Context: an optimization exercise on an open-source flow, tuned for small area. The choices shown serve that exercise and are no tape-out recipe. For this run, only the layout was checked, not whether the RTL still works. Power figures rest on the tool's default switching activity, not on a simulated workload.

### design.v
module FIFO(
    input clock,
    input sclr,
    input rdreq, wrreq,
    output reg full, empty,
    input [7 : 0] data,
    output [7 : 0] q
);
reg [7 : 0] mem [15 : 0];
reg [3 : 0] wp, rp;
reg w_flag, r_flag;
always @(posedge clock) begin
    if (~sclr) begin
        wp <= 0;
        w_flag <= 0;
    end else if(!full && wrreq) begin 
        wp<= (wp==16-1) ? 0 : wp+1;
        w_flag <= (wp==16-1) ? ~w_flag : w_flag;
    end
end
always @(posedge clock) begin
    if(wrreq && !full)begin
        mem[wp] <= data;
    end
end
always @(posedge clock) begin
    if (~sclr) begin
        rp<=0;
        r_flag <= 0;
    end else if(!empty && rdreq) begin 
        rp<= (rp==16-1) ? 0 : rp+1;
        r_flag <= (rp==16-1) ? ~r_flag : r_flag;
    end
end
assign q = mem[rp];
always @(*) begin
    if(wp==rp)begin
        if(r_flag==w_flag)begin
            full <= 0;
            empty <= 1;
        end else begin
            full <= 1;
            empty <= 0;
        end
    end else begin
        full <= 0;
        empty <= 0;
    end
end
endmodule
module UART_TX(
    input clk,
    input clk_uart,
    input RSTn,
    input [7:0] data,
    input tx_en,
    output reg TXD,
    output wire state,
    output wire bps_en
);
wire FIFOrd_en;
wire FIFOwr_en;
wire [7:0] FIFOdata;
wire FIFOempty;
wire FIFOfull;
FIFO FIFO(
    .clock(clk),
    .sclr(RSTn),
    .rdreq(FIFOrd_en),
    .wrreq(FIFOwr_en),
    .full(FIFOfull),
    .empty(FIFOempty),
    .data(data),
    .q(FIFOdata)
);
assign FIFOwr_en = (~FIFOfull) & tx_en;
assign state = FIFOfull;
reg counter_en;
reg [3:0] counter;
wire trans_finish;
assign trans_finish = (counter == 4'hb);
wire trans_start;
assign trans_start = (~FIFOempty) & (~counter_en);
always@(posedge clk or negedge RSTn) begin
    if(~RSTn) counter_en <= 1'b0;
    else if(trans_start) counter_en <= 1'b1;
    else if(trans_finish) counter_en <= 1'b0;
end
always@(posedge clk or negedge RSTn) begin
    if(~RSTn) counter <= 4'h0;
    else if(counter_en) begin 
        if(clk_uart) counter <= counter + 1'b1;
        else if(trans_finish) counter <= 4'h0;
    end
end
assign bps_en = counter_en;
wire [9:0] data_formed;
assign data_formed = {1'b1,FIFOdata,1'b0};
always@(posedge clk or negedge RSTn) begin
    if(~RSTn) TXD <= 1'b1;
    else if(counter_en) begin
        if(clk_uart && (counter <= 4'h9)) TXD <= data_formed[counter];
    end else TXD <= 1'b1;
end
assign FIFOrd_en = (~FIFOempty) & trans_finish;
endmodule
module UART_RX(
    input clk,
    input clk_uart,
    input RSTn,
    input TXD,
    output reg [7:0] data,
    output wire interrupt,
    output wire bps_en
);
reg [7:0] shift_reg;
always@(posedge clk) begin
    if(~RSTn) shift_reg <= 8'hff;
    else shift_reg <= {TXD,shift_reg[7:1]};
end
wire re_start;
assign re_start = (shift_reg == 8'h0f) ? 1'b1 : 1'b0;
reg counter_en;
reg [3:0] counter;
always@(posedge clk or negedge RSTn) begin
    if(~RSTn) counter_en <= 1'b0;
    else if(re_start&&(~counter_en)) counter_en <= 1'b1;
    else if(counter == 4'h9) counter_en <= 1'b0;
end
always@(posedge clk or negedge RSTn) begin
    if(~RSTn) counter <= 4'h0;
    else if(counter_en) begin 
        if(clk_uart) counter <= counter + 1'b1;
        else if(counter == 4'h9) counter <= 4'h0;
    end
end
assign bps_en = counter_en;
always@(posedge clk or negedge RSTn) begin
    if(~RSTn) data <= 8'h00;
    else if(counter_en) begin
        if(clk_uart && (counter <= 4'h8)) data[counter-1] <= TXD;
    end
end
assign interrupt = (counter == 4'h9) ? 1'b1 : 1'b0;
endmodule
module clkuart_pwm 
	#( parameter BPS_PARA = 434 )
	(
	input bps_en,
	input clk,
	input RSTn,		
	output reg clk_uart		
);	
reg	[12:0] cnt;
always @ (posedge clk or negedge RSTn) begin
	if(~RSTn) cnt <= 13'b0;
	else if((cnt >= BPS_PARA-1)||(!bps_en)) cnt <= 13'b0;		
	else cnt <= cnt + 1'b1;
end
always @ (posedge clk or negedge RSTn) begin
	if(~RSTn) clk_uart <= 1'b0;
	else if(cnt == (BPS_PARA>>1)) clk_uart <= 1'b1;
	else clk_uart <= 1'b0;	
end
endmodule
`timescale 1ns / 1ps
module neda(
x_in,y
    );
    input [63:0]x_in;
    output [23:0]y;
    wire [127:0]x;
    assign x[15:0]    = {(x_in[7] ? 8'hFF : 8'd0) , x_in[7:0]};
    assign x[31:16]   = {(x_in[15] ? 8'hFF : 8'd0) , x_in[15:8]};
    assign x[47:32]   = {(x_in[23] ? 8'hFF : 8'd0) , x_in[23:16]};
    assign x[63:48]   = {(x_in[31] ? 8'hFF : 8'd0) , x_in[31:24]};
    assign x[79:64]   = {(x_in[39] ? 8'hFF : 8'd0) , x_in[39:32]};
    assign x[95:80]   = {(x_in[47] ? 8'hFF : 8'd0) , x_in[47:40]};
    assign x[111:96]  = {(x_in[55] ? 8'hFF : 8'd0) , x_in[55:48]};
    assign x[127:112] = {(x_in[63] ? 8'hFF : 8'd0) , x_in[63:56]};
    wire [127:0]x_temp1;
    wire [15:0]x_sum1;
    assign x_temp1[15:0]    =  x[15:0]   ;
    assign x_temp1[31:16]   =  x[31:16]  ;
    assign x_temp1[47:32]   =  x[47:32]  ;
    assign x_temp1[63:48]   =  x[63:48]  ;
    assign x_temp1[79:64]   =  x[79:64]  ;
    assign x_temp1[95:80]   =  x[95:80]  ;
    assign x_temp1[111:96]  =  x[111:96] ;
    assign x_temp1[127:112] =  x[127:112];
   wire [15:0]temp1,temp2,temp3,temp4,temp5,temp6,temp7;
     assign temp1 = x_temp1[15:0]   
                  + x_temp1[31:16]   ; 
     assign temp2 = x_temp1[47:32]  
                  + x_temp1[63:48]   ;
     assign temp3 = x_temp1[79:64]  
                  + x_temp1[95:80]   ;
     assign temp4 = x_temp1[111:96] 
                  + x_temp1[127:112] ; 
     assign temp5 = temp1 + temp2;
     assign temp6 = temp3 + temp4;
     assign temp7 = temp5 + temp6; 
     assign x_sum1 = temp7;                         
     wire [127:0]x_temp2;
     wire [15:0]x_sum2;
    assign x_temp2[15:0]    =  16'd0      ;
    assign x_temp2[31:16]   =  16'd0      ;
    assign x_temp2[47:32]   =  x[47:32]   ;
    assign x_temp2[63:48]   =  x[63:48]   ;
    assign x_temp2[79:64]   =  x[79:64]   ;
    assign x_temp2[95:80]   =  x[95:80]   ;
    assign x_temp2[111:96]  =  16'd0      ;
    assign x_temp2[127:112] =  16'd0      ;
   wire [15:0]temp8,temp9,temp10,temp11,temp12,temp13,temp14;
                       assign temp8  = x_temp2[15:0]   
                                     + x_temp2[31:16]  ; 
                       assign temp9  = x_temp2[47:32]  
                                     + x_temp2[63:48]  ;
                       assign temp10 = x_temp2[79:64]  
                                     + x_temp2[95:80]  ;
                       assign temp11 = x_temp2[111:96] 
                                     + x_temp2[127:112];
                       assign temp12 = temp8 + temp9;
                       assign temp13 = temp10 + temp11;
                       assign temp14 = temp12 + temp13; 
                       assign x_sum2 = temp14;
    wire [127:0]x_temp3;
    wire [15:0]x_sum3;
    assign x_temp3[15:0]    = x[15:0]   ;
    assign x_temp3[31:16]   = 16'd0     ;
    assign x_temp3[47:32]   = 16'd0     ;
    assign x_temp3[63:48]   = x[63:48]  ;
    assign x_temp3[79:64]   = x[79:64]  ;
    assign x_temp3[95:80]   = 16'd0     ;
    assign x_temp3[111:96]  = 16'd0     ;
    assign x_temp3[127:112] = x[127:112]; 
   wire [15:0]temp15,temp16,temp17,temp18,temp19,temp20,temp21;
                       assign temp15 = x_temp3[15:0]   
                                     + x_temp3[31:16]  ;  
                       assign temp16 = x_temp3[47:32]  
                                     + x_temp3[63:48]  ;
                       assign temp17 = x_temp3[79:64]  
                                     + x_temp3[95:80]  ;
                       assign temp18 = x_temp3[111:96] 
                                     + x_temp3[127:112];
                       assign temp19 = temp15 + temp16;
                       assign temp20 = temp17 + temp18;
                       assign temp21 = temp19 + temp20; 
                       assign x_sum3 = temp21;
    wire [127:0]x_temp4;
    wire [15:0]x_sum4;
    assign x_temp4[15:0]    = 16'd0   ;
    assign x_temp4[31:16]   = 16'd0   ;
    assign x_temp4[47:32]   = x[47:32];
    assign x_temp4[63:48]   = x[63:48];
    assign x_temp4[79:64]   = x[79:64];
    assign x_temp4[95:80]   = x[95:80];
    assign x_temp4[111:96]  = 16'd0   ;
    assign x_temp4[127:112] = 16'd0   ;
     wire [15:0]temp22,temp23,temp24,temp25,temp26,temp27,temp28;
                    assign temp22 = x_temp4[15:0]   
                                  + x_temp4[31:16]  ; 
                    assign temp23 = x_temp4[47:32]  
                                  + x_temp4[63:48]  ;
                    assign temp24 = x_temp4[79:64]  
                                  + x_temp4[95:80]  ;
                    assign temp25 = x_temp4[111:96] 
                                  + x_temp4[127:112];
                    assign temp26 = temp22 + temp23;
                    assign temp27 = temp24 + temp25;
                    assign temp28 = temp26 + temp27; 
                    assign x_sum4 = temp28;
    wire [127:0]x_temp5;
    wire [15:0]x_sum5;
    assign x_temp5[15:0]    = 16'd0   ;
    assign x_temp5[31:16]   = x[31:16];
    assign x_temp5[47:32]   = 16'd0   ;
    assign x_temp5[63:48]   = x[63:48];
    assign x_temp5[79:64]   = x[79:64];
    assign x_temp5[95:80]   = 16'd0   ;
    assign x_temp5[111:96]  = x[111:96];
    assign x_temp5[127:112] = 16'd0   ;
     wire [15:0]temp29,temp30,temp31,temp32,temp33,temp34,temp35;
                    assign temp29 = x_temp5[15:0]   
                                  + x_temp5[31:16]  ; 
                    assign temp30 = x_temp5[47:32]  
                                  + x_temp5[63:48]  ;
                    assign temp31 = x_temp5[79:64]  
                                  + x_temp5[95:80]  ;
                    assign temp32 = x_temp5[111:96] 
                                  + x_temp5[127:112];
                    assign temp33 = temp29 + temp30;
                    assign temp34 = temp31 + temp32;
                    assign temp35 = temp33 + temp34; 
                    assign x_sum5 = temp35;
    wire [127:0]x_temp6;
    wire [15:0]x_sum6;
    assign x_temp6[15:0]    = 16'd0     ;
    assign x_temp6[31:16]   = 16'd0     ;
    assign x_temp6[47:32]   = x[47:32]  ;
    assign x_temp6[63:48]   = x[63:48]  ;
    assign x_temp6[79:64]   = x[79:64]  ;
    assign x_temp6[95:80]   = x[95:80]  ;
    assign x_temp6[111:96]  = 16'd0     ;
    assign x_temp6[127:112] = 16'd0     ;
     wire [15:0]temp36,temp37,temp38,temp39,temp40,temp41,temp42;
                    assign temp36 = x_temp6[15:0]   
                                  + x_temp6[31:16]  ; 
                    assign temp37 = x_temp6[47:32]  
                                  + x_temp6[63:48]  ;
                    assign temp38 = x_temp6[79:64]  
                                  + x_temp6[95:80]  ;
                    assign temp39 = x_temp6[111:96] 
                                  + x_temp6[127:112];
                    assign temp40 = temp36 + temp37;
                    assign temp41 = temp38 + temp39;
                    assign temp42 = temp40 + temp41; 
                    assign x_sum6 = temp42;
     wire [127:0]x_temp7;
    wire [15:0]x_sum7;
    assign x_temp7[15:0]    = 16'd0;
    assign x_temp7[31:16]   = 16'd0;
    assign x_temp7[47:32]   = 16'd0;
    assign x_temp7[63:48]   = 16'd0;
    assign x_temp7[79:64]   = 16'd0;
    assign x_temp7[95:80]   = 16'd0;
    assign x_temp7[111:96]  = 16'd0;
    assign x_temp7[127:112] = 16'd0;
     wire [15:0]temp43,temp44,temp45,temp46,temp47,temp48,temp49;
                    assign temp43 = x_temp7[15:0]   
                                  + x_temp7[31:16]  ; 
                    assign temp44 = x_temp7[47:32]  
                                  + x_temp7[63:48]  ;
                    assign temp45 = x_temp7[79:64]  
                                  + x_temp7[95:80]  ;
                    assign temp46 = x_temp7[111:96] 
                                  + x_temp7[127:112];
                    assign temp47 = temp43 + temp44;
                    assign temp48 = temp45 + temp46;
                    assign temp49 = temp47 + temp48; 
                    assign x_sum7 = temp49;
        wire [127:0]x_temp8;
        wire [15:0]x_sum8;
    assign x_temp8[15:0]    = 16'd0;
    assign x_temp8[31:16]   = 16'd0;
    assign x_temp8[47:32]   = 16'd0;
    assign x_temp8[63:48]   = 16'd0;
    assign x_temp8[79:64]   = 16'd0;
    assign x_temp8[95:80]   = 16'd0;
    assign x_temp8[111:96]  = 16'd0;
    assign x_temp8[127:112] = 16'd0;   
      wire [15:0]temp50,temp51,temp52,temp53,temp54,temp55,temp56;
                    assign temp50 = x_temp8[15:0]   
                                  + x_temp8[31:16]  ; 
                    assign temp51 = x_temp8[47:32]  
                                  + x_temp8[63:48]  ;
                    assign temp52 = x_temp8[79:64]  
                                  + x_temp8[95:80]  ;
                    assign temp53 = x_temp8[111:96] 
                                  + x_temp8[127:112];
                    assign temp54 = temp50 + temp51;
                    assign temp55 = temp52 + temp53;
                    assign temp56 = temp54 + temp55; 
                    assign x_sum8 = temp56;   
    wire [22:0]x_sum_8;
    wire [21:0]x_sum_7;
    wire [20:0]x_sum_6;
    wire [19:0]x_sum_5;
    wire [18:0]x_sum_4;
    wire [17:0]x_sum_3;
    wire [16:0]x_sum_2;
    wire [15:0]x_sum_1;
    wire [15:0]x__sum_8;
    wire [23:0]x_sum__1,x_sum__2,x_sum__3,x_sum__4,x_sum__5,x_sum__6,x_sum__7,x_sum__8;
    assign x__sum_8 = (~x_sum8) + 1'b1;
    assign x_sum_8 = (x__sum_8 << 7);
    assign x_sum_7 = (x_sum7 << 6);
    assign x_sum_6 = (x_sum6 << 5);
    assign x_sum_5 = (x_sum5 << 4);
    assign x_sum_4 = (x_sum4 << 3);
    assign x_sum_3 = (x_sum3 << 2);
    assign x_sum_2 = (x_sum2 << 1);
    assign x_sum_1 = (x_sum1 << 0);
    assign x_sum__8 = {(x_sum_8[22] ? 1'h1 : 1'd0) , x_sum_8};
    assign x_sum__7 = {(x_sum_7[21] ? 2'h3 : 2'd0) , x_sum_7};
    assign x_sum__6 = {(x_sum_6[20] ? 3'h7 : 3'd0) , x_sum_6};
    assign x_sum__5 = {(x_sum_5[19] ? 4'hF : 4'd0) , x_sum_5};
    assign x_sum__4 = {(x_sum_4[18] ? 5'h1F : 5'd0) , x_sum_4};
    assign x_sum__3 = {(x_sum_3[17] ? 6'h3F : 6'd0) , x_sum_3};
    assign x_sum__2 = {(x_sum_2[16] ? 7'h7F : 7'd0) , x_sum_2};
    assign x_sum__1 = {(x_sum_1[15] ? 8'hFF : 8'd0) , x_sum_1};
    wire [23:0]temp_temp_1,temp_temp_2,temp_temp_3,temp_temp_4,temp_temp_5,temp_temp_6;
    assign temp_temp_1 = x_sum__8 + x_sum__7;
    assign temp_temp_2 = x_sum__6 + x_sum__5;
    assign temp_temp_3 = x_sum__4 + x_sum__3;
    assign temp_temp_4 = x_sum__2 + x_sum__1;
    assign temp_temp_5 = temp_temp_1 + temp_temp_2;
    assign temp_temp_6 = temp_temp_3 + temp_temp_4;
    assign y = temp_temp_5 + temp_temp_6;
endmodule
`timescale 1ns / 1ps
module top_given(clk,rst_n,RXD,TXD);	 
	input clk;
	input rst_n;
	input RXD;
	output TXD;
	wire [7:0]UART_RX_data;
	reg [7:0]UART_TX_data;
	wire [23:0]Data_out;
    wire interrupt_UART;
	reg [7:0]  x_1;
	reg [7:0]  x_2;
	reg [7:0]  x_3;
	reg [7:0]  x_4;
	reg [7:0]  x_5;
	reg [7:0]  x_6;
	reg [7:0]  x_7;
	reg [7:0]  x_8;
	wire [7:0] temp [0:7];	 
	always @(posedge clk or negedge rst_n)
		begin
		if(!rst_n)
			begin
				x_1 <= 8'd0;
				x_2 <= 8'd0;
				x_3 <= 8'd0;
				x_4 <= 8'd0;
				x_5 <= 8'd0;
				x_6 <= 8'd0;
				x_7 <= 8'd0;
				x_8 <= 8'd0;
			end
		else if(interrupt_UART) 
			begin  
				x_1 <= UART_RX_data;
				x_2 <= x_1;
				x_3 <= x_2;
				x_4 <= x_3;
				x_5 <= x_4;
				x_6 <= x_5;
				x_7 <= x_6;
				x_8 <= x_7; 
			end	
		end
    wire [63:0]x;
    wire [63:0]A_in;
    assign x = {x_8 , x_7 , x_6 , x_5 , x_4 , x_3 , x_2 , x_1};
    neda u1(
    .x_in(x),
    .y(Data_out)
    );
    wire clk_uart;
    wire bps_en;
    wire bps_en_rx,bps_en_tx;
    assign bps_en = bps_en_rx | bps_en_tx;
    clkuart_pwm clkuart_pwm(
            .clk(clk),
            .RSTn(rst_n),
            .clk_uart(clk_uart),
            .bps_en(bps_en)
    );
    UART_RX UART_RX(
            .clk(clk),
            .clk_uart(clk_uart),
            .RSTn(rst_n),
            .TXD(RXD),
            .data(UART_RX_data),
            .interrupt(interrupt_UART),
            .bps_en(bps_en_rx)
    );
    reg [1:0]current_state;
    wire [1:0]next_state;
    reg trigger;
    reg [3:0]count;
    reg [3:0]count2;
    always@(posedge clk or negedge rst_n)
    begin
        if(!rst_n)
        begin
            current_state <= 2'b00;
        end
        else
            current_state <= next_state;
    end
    always@(posedge clk or negedge rst_n)
    begin
        if(!rst_n)
            count <= 4'd0;
        else
        begin
            if(current_state == 2'b01)
            begin
                if(count == 4'd4)
                    count <= 4'd0;
                else
                    count <= count +1'b1;
            end
            else
                count <= 4'd0;
        end
    end
    always@(posedge clk or negedge rst_n)
    begin
        if(!rst_n)
            count2 <= 4'd0;
        else
        begin
            if(current_state == 2'b10)
            begin
                case(count2)
                    4'd0:begin
                            count2 <= 4'd1;
                         end
                    4'd1:begin
                            count2 <= 4'd2;
                         end
                    4'd2:begin
                            count2 <= 4'd0;
                         end
                endcase
            end
            else
                count2 <= 4'd0;
        end
    end
    always@(posedge clk or negedge rst_n)
    begin
        if(!rst_n)
            UART_TX_data <= 8'h00;
        else
        begin
            if(current_state == 2'b10)
            begin
                case(count2)
                    4'd0:
                            UART_TX_data <= Data_out[23:16];
                    4'd1:
                            UART_TX_data <= Data_out[15:8];
                    4'd2:
                            UART_TX_data <= Data_out[7:0];
                   default:
                            UART_TX_data <= 8'h11;
                endcase
            end
        end
    end
    always@(posedge clk or negedge rst_n)
    begin
        if(!rst_n)
            trigger <= 1'b0;
        else
        begin
            if(current_state == 2'b10)
            begin
                case(count2)
                    4'd0:
                            trigger <= 1'b1;
                    default:
                            trigger <= trigger;
                endcase
            end
            else
                trigger <= 1'b0; 
        end
    end
    assign next_state = (current_state == 2'b00) ? ((!rst_n) ? 2'b00 : ((interrupt_UART) ? 2'b01 : 2'b00)) : (
                        (current_state == 2'b01) ? ((!rst_n) ? 2'b00 : (count == 4'd4 ? 2'b10 : 2'b01)) : (
                                                   (!rst_n) ? 2'b00 : ((count2 == 4'd2) ? 2'b00 : 2'b10)
                        )   
                        );
    UART_TX UART_TX(
            .clk(clk),
            .clk_uart(clk_uart),
            .RSTn(rst_n),
            .data(UART_TX_data),
            .tx_en(trigger),
            .TXD(TXD),
            .bps_en(bps_en_tx)
    );
	endmodule
### constraint.sdc
create_clock -name core_clock -period 20.0 [get_ports {clk}]
set_input_delay 4.0000 -clock core_clock [delete_from_list [all_inputs] [get_ports {clk}]]
set_output_delay 4.0000 -clock core_clock [all_outputs]
set_load 0.01 [all_outputs]
### run.sh
#!/bin/bash
# synth_recipe.tcl (not shown) runs the flow's synth.tcl, then flattens the netlist and writes it again
# the make line also repeats each setting of config.mk as NAME=value (left out here)
make -C /OpenROAD-flow-scripts/flow DESIGN_CONFIG=/design/flow/config.mk WORK_HOME=/design/flow/orfs CLKGATE_MAP_FILE= SYNTH_SCRIPT=/design/flow/synth_recipe.tcl finish
### config.mk
export PLATFORM = sky130hd
export DESIGN_NAME = top_given
export DESIGN_NICKNAME = top_given
export VERILOG_FILES = /design/flow/design.v
export SDC_FILE = /design/flow/constraint.sdc
export NUM_CORES = 4
export LEC_CHECK = 0
export CAP_MARGIN = 20
export CORE_MARGIN = 2
export CORE_UTILIZATION = 40
export PLACE_DENSITY = 0.6
export SLEW_MARGIN = 20
==> impl_metrics.tcl <==
set metrics [dict create \
    status "finished clean" \
    fill_cells 4226 \
    clk_pin_slew_ns 0.07 \
    rsz0062_at_grt "false" \
    wl_um 37200 \
    cts_resized 0 \
    end_kind "flip-flop" \
    synthCells 1641 \
    track_usage_pct 16.0 \
    globalplace.congestion 0.875 \
    die_area_mm2 0.0475 \
    grt_overflow 0 \
    fin_tns_setup_ns 0 \
    regMostFlops "UART_TX.FIFO.mem" \
    synth-seq-area-share_pct 38.9 \
    post_cts_buffers 0 \
    criticalPathCategory "flip-flop to flip-flop" \
    cts_sinks 264 \
    reg2reg_slack_ns 10.42 \
    grt_pass1_vias 11600 \
    max_freq_ghz 0.104 \
    yosysTopAreaCellShare_pct 21.0 \
    crit_top_cell "fa_1" \
    cts_root_buffer "clkbuf_16" \
    fp-row-count 78 \
    cts_tree "yes" \
    relSlewSlack_pct 41.0 \
    largest_reg_flops 128 \
    cp-start-kind "flip-flop" \
    post_drt_wl_per_cell_um 16.4 \
    port_buffers 3 \
    pin_count 4 \
    final_cells 2264 \
    synthFlopType "edfxtp_1" \
    setup_viol 0 \
    synth_area_leaders "edfxtp_1 21%, fa_1 17%, dfrtp_1 15%" \
    r2r_start "x_4[1]" \
    clockBufferDepth 3 \
    power.density_mw_per_mm2 56.8 \
    drive_gt1_share_pct 6.49 \
    reg_top3 "UART_TX.FIFO.mem x128, clkuart_pwm.cnt x13" \
    ant_nets 0 \
    antenna_found_initial 0 \
    fin_skew_ns 0.0139 \
    hold_start "UART_RX.shift_reg[5]" \
    start_util_pct 40.5 \
    area_growth_pct 9.07 \
    worstHoldPathType "flip-flop to flip-flop" \
    synth_top_area_cell "edfxtp_1" \
    synth-seq-cells 264 \
    num_antenna_cells 0 \
    die_x_um 218 \
    synth.avg_cell_area_um2 11.2 \
    dr.pass1.iters 5 \
    layout.nets 1927 \
    synth_common_cells "229 x nand2_1, 190 x inv_1, 159 x fa_1" \
    synth_edf_count 128 \
    p_leak_nw 8.84 \
    die_h_um 218 \
    synth_most_common_cell "nand2_1" \
    syn_area_mm2 0.0183 \
    cp_slowest_cell "fa_1" \
    tightestPinTransition_ns 0.884 \
    synth_cell_types 74 \
    cp.required_ns 20.42 \
    drv_cap 0 \
    cts_buffers 29 \
    holdWs_ns 0.425 \
    crit_path_max_incr_delay_ns 0.54 \
    drtIter0Drc 796 \
    grt_max_degree 70 \
    finalCritPeriodShare_pct 47.9 \
    cp_max_fo 6 \
    dp.cells 2210 \
    crit_start "x_4[1]" \
    ctsHoldBuffers 0 \
    drcViolationCount 0 \
    grt_pass1_wl_um 61000 \
    finalHoldViolCount 0 \
    core_mm2 0.0453 \
    hpwl_um 28300 \
    async_reset_ff_share_pct 43.2 \
    routed_via_density 5.14 \
    fin_crit_ns 9.58 \
    ctsHtreeMaxLevel 1 \
    clock_latency_ns 0.57 \
    arrival_ns 10.00 \
    slew_violations 0 \
    synth-warning-count 5 \
    vdd_drop_max_v 0.0000543 \
    vias 11600 \
]
## final timing paths
path                                   endpoint  depth (start not counted)
max                             UART_TX_data[6]                         32
min                        UART_RX.shift_reg[4]                          1
max reg2reg                     UART_TX_data[6]                         32
min reg2reg                UART_RX.shift_reg[4]                          1
max in group asynchronous              count[1]                          2
min in group asynchronous                x_2[7]                          1
## layout make-up
class                           count  area (um^2)  share of cell area [%]
Inverter                          195          732                    3.66
Tap cell                          600          751                    3.76
Clock buffer                       41          851                    4.26
Timing Repair Buffer               11         91.3                   0.457
Multi-Input combinational cell   1140        10300                    51.5
Clock inverter                     13          128                   0.638
Sequential cell                   264         7140                    35.7
## cells by family (layout without fill, tap and decap cells)
family          count (synthesis)  after routing  share of synthesized area (%)
compound gates                279            279                           9.95
xor+xnor                       96             96                           4.59
fa+ha+maj                     283            283                           25.8
buf+inv                       240            260                           4.96
flops                         264            264                           38.9
mux                            42             42                           4.57
other cells                     1              4                         0.0205
simple gates                  436            436                           11.1
## cells in the final DEF (no fill, tap or decap), types with 22 or more instances in the layout
| cell type | instances |
|---|---|
| edfxtp_1 | 128 |
| o21ai_0 | 39 |
| fa_1 | 159 |
| clkbuf_16 | 29 |
| xor2_1 | 35 |
| nor3_1 | 23 |
| xnor2_1 | 61 |
| mux4_2 | 33 |
| nor2_1 | 62 |
| inv_1 | 190 |
| dfrtp_1 | 113 |
| a22o_1 | 22 |
| ha_1 | 124 |
| nand2_1 | 229 |
| a21o_1 | 22 |
| a21oi_1 | 72 |
## per-layer routing
metal	vias to the layer above	global-route usage (%)	share of wire [%]
met1	5795	22.3	46
met2	178	26.7	49
met5	-	0	0
met3	51	1.97	3.6
li1	5604	-	-
met4	0	3.88	2.0
## where the power goes
| group | leakage [nW] | switching (W) | internal (W) |
|---|---|---|---|
| Combinational | 5.49 | 0.00000718 | 0.00000285 |
| Sequential | 2.88 | 0.0000115 | 0.000579 |
| Clock | 0.480 | 0.000223 | 0.000312 |
| Total | 8.84 | 0.000241 | 0.000894 |
## worst max-delay path, delay by kind of cell (launching register included)
| family | cells | cell delay (ns) |
|---|---|---|
| muxes | 1 | 0.24 |
| AOI/OAI and AO/OA | 13 | 3.16 |
| xor gates and xnor gates | 1 | 0.35 |
| and+or+nand+nor | 4 | 0.51 |
| buffers and inverters | 3 | 0.13 |
| adders and majority gates | 10 | 4.60 |
| DFF | 1 | 0.44 |
## metrics by stage
step	utilization (%)	total power [W]	worst slack (ns)	instance area, um^2
after floorplan	-	0.000600	11.36	18300
after global placement	42.0	0.000612	10.65	19000
after detailed placement	42.0	0.000613	10.48	19000
after CTS	44.1	0.00115	10.46	20000
after global routing	44.1	0.00117	9.85	20000
final	44.1	0.00113	10.42	20000

[separate check: timing with driven ports]
No port has a modelled driver above. Below, the same layout with a new extraction and two added sets of constraints. Step 1 assumes that a clkbuf_16 drives the clock port and a buf_2 every other input. Step 2 times the ports against the registers' clock, not the clock port: input delays grow and output delays shrink by t, the midpoint of the rising clock arrivals with the driver on. Slacks: ideal ports / drivers / drivers and shift; pairs: ideal ports / drivers.
t, ns: 0.615
slack for setup (ns): 10.422 / 10.422 / 10.422
hold WS [ns]: 0.425 / 0.425 / 0.425
worst setup path after step 2: register to register
slew at the worst register clock pin (ns): 0.07 / 0.07
After both steps this run still meets setup and hold. The setup slack of this run moves by 0.000 ns with the drivers and by 0.000 ns with both steps.
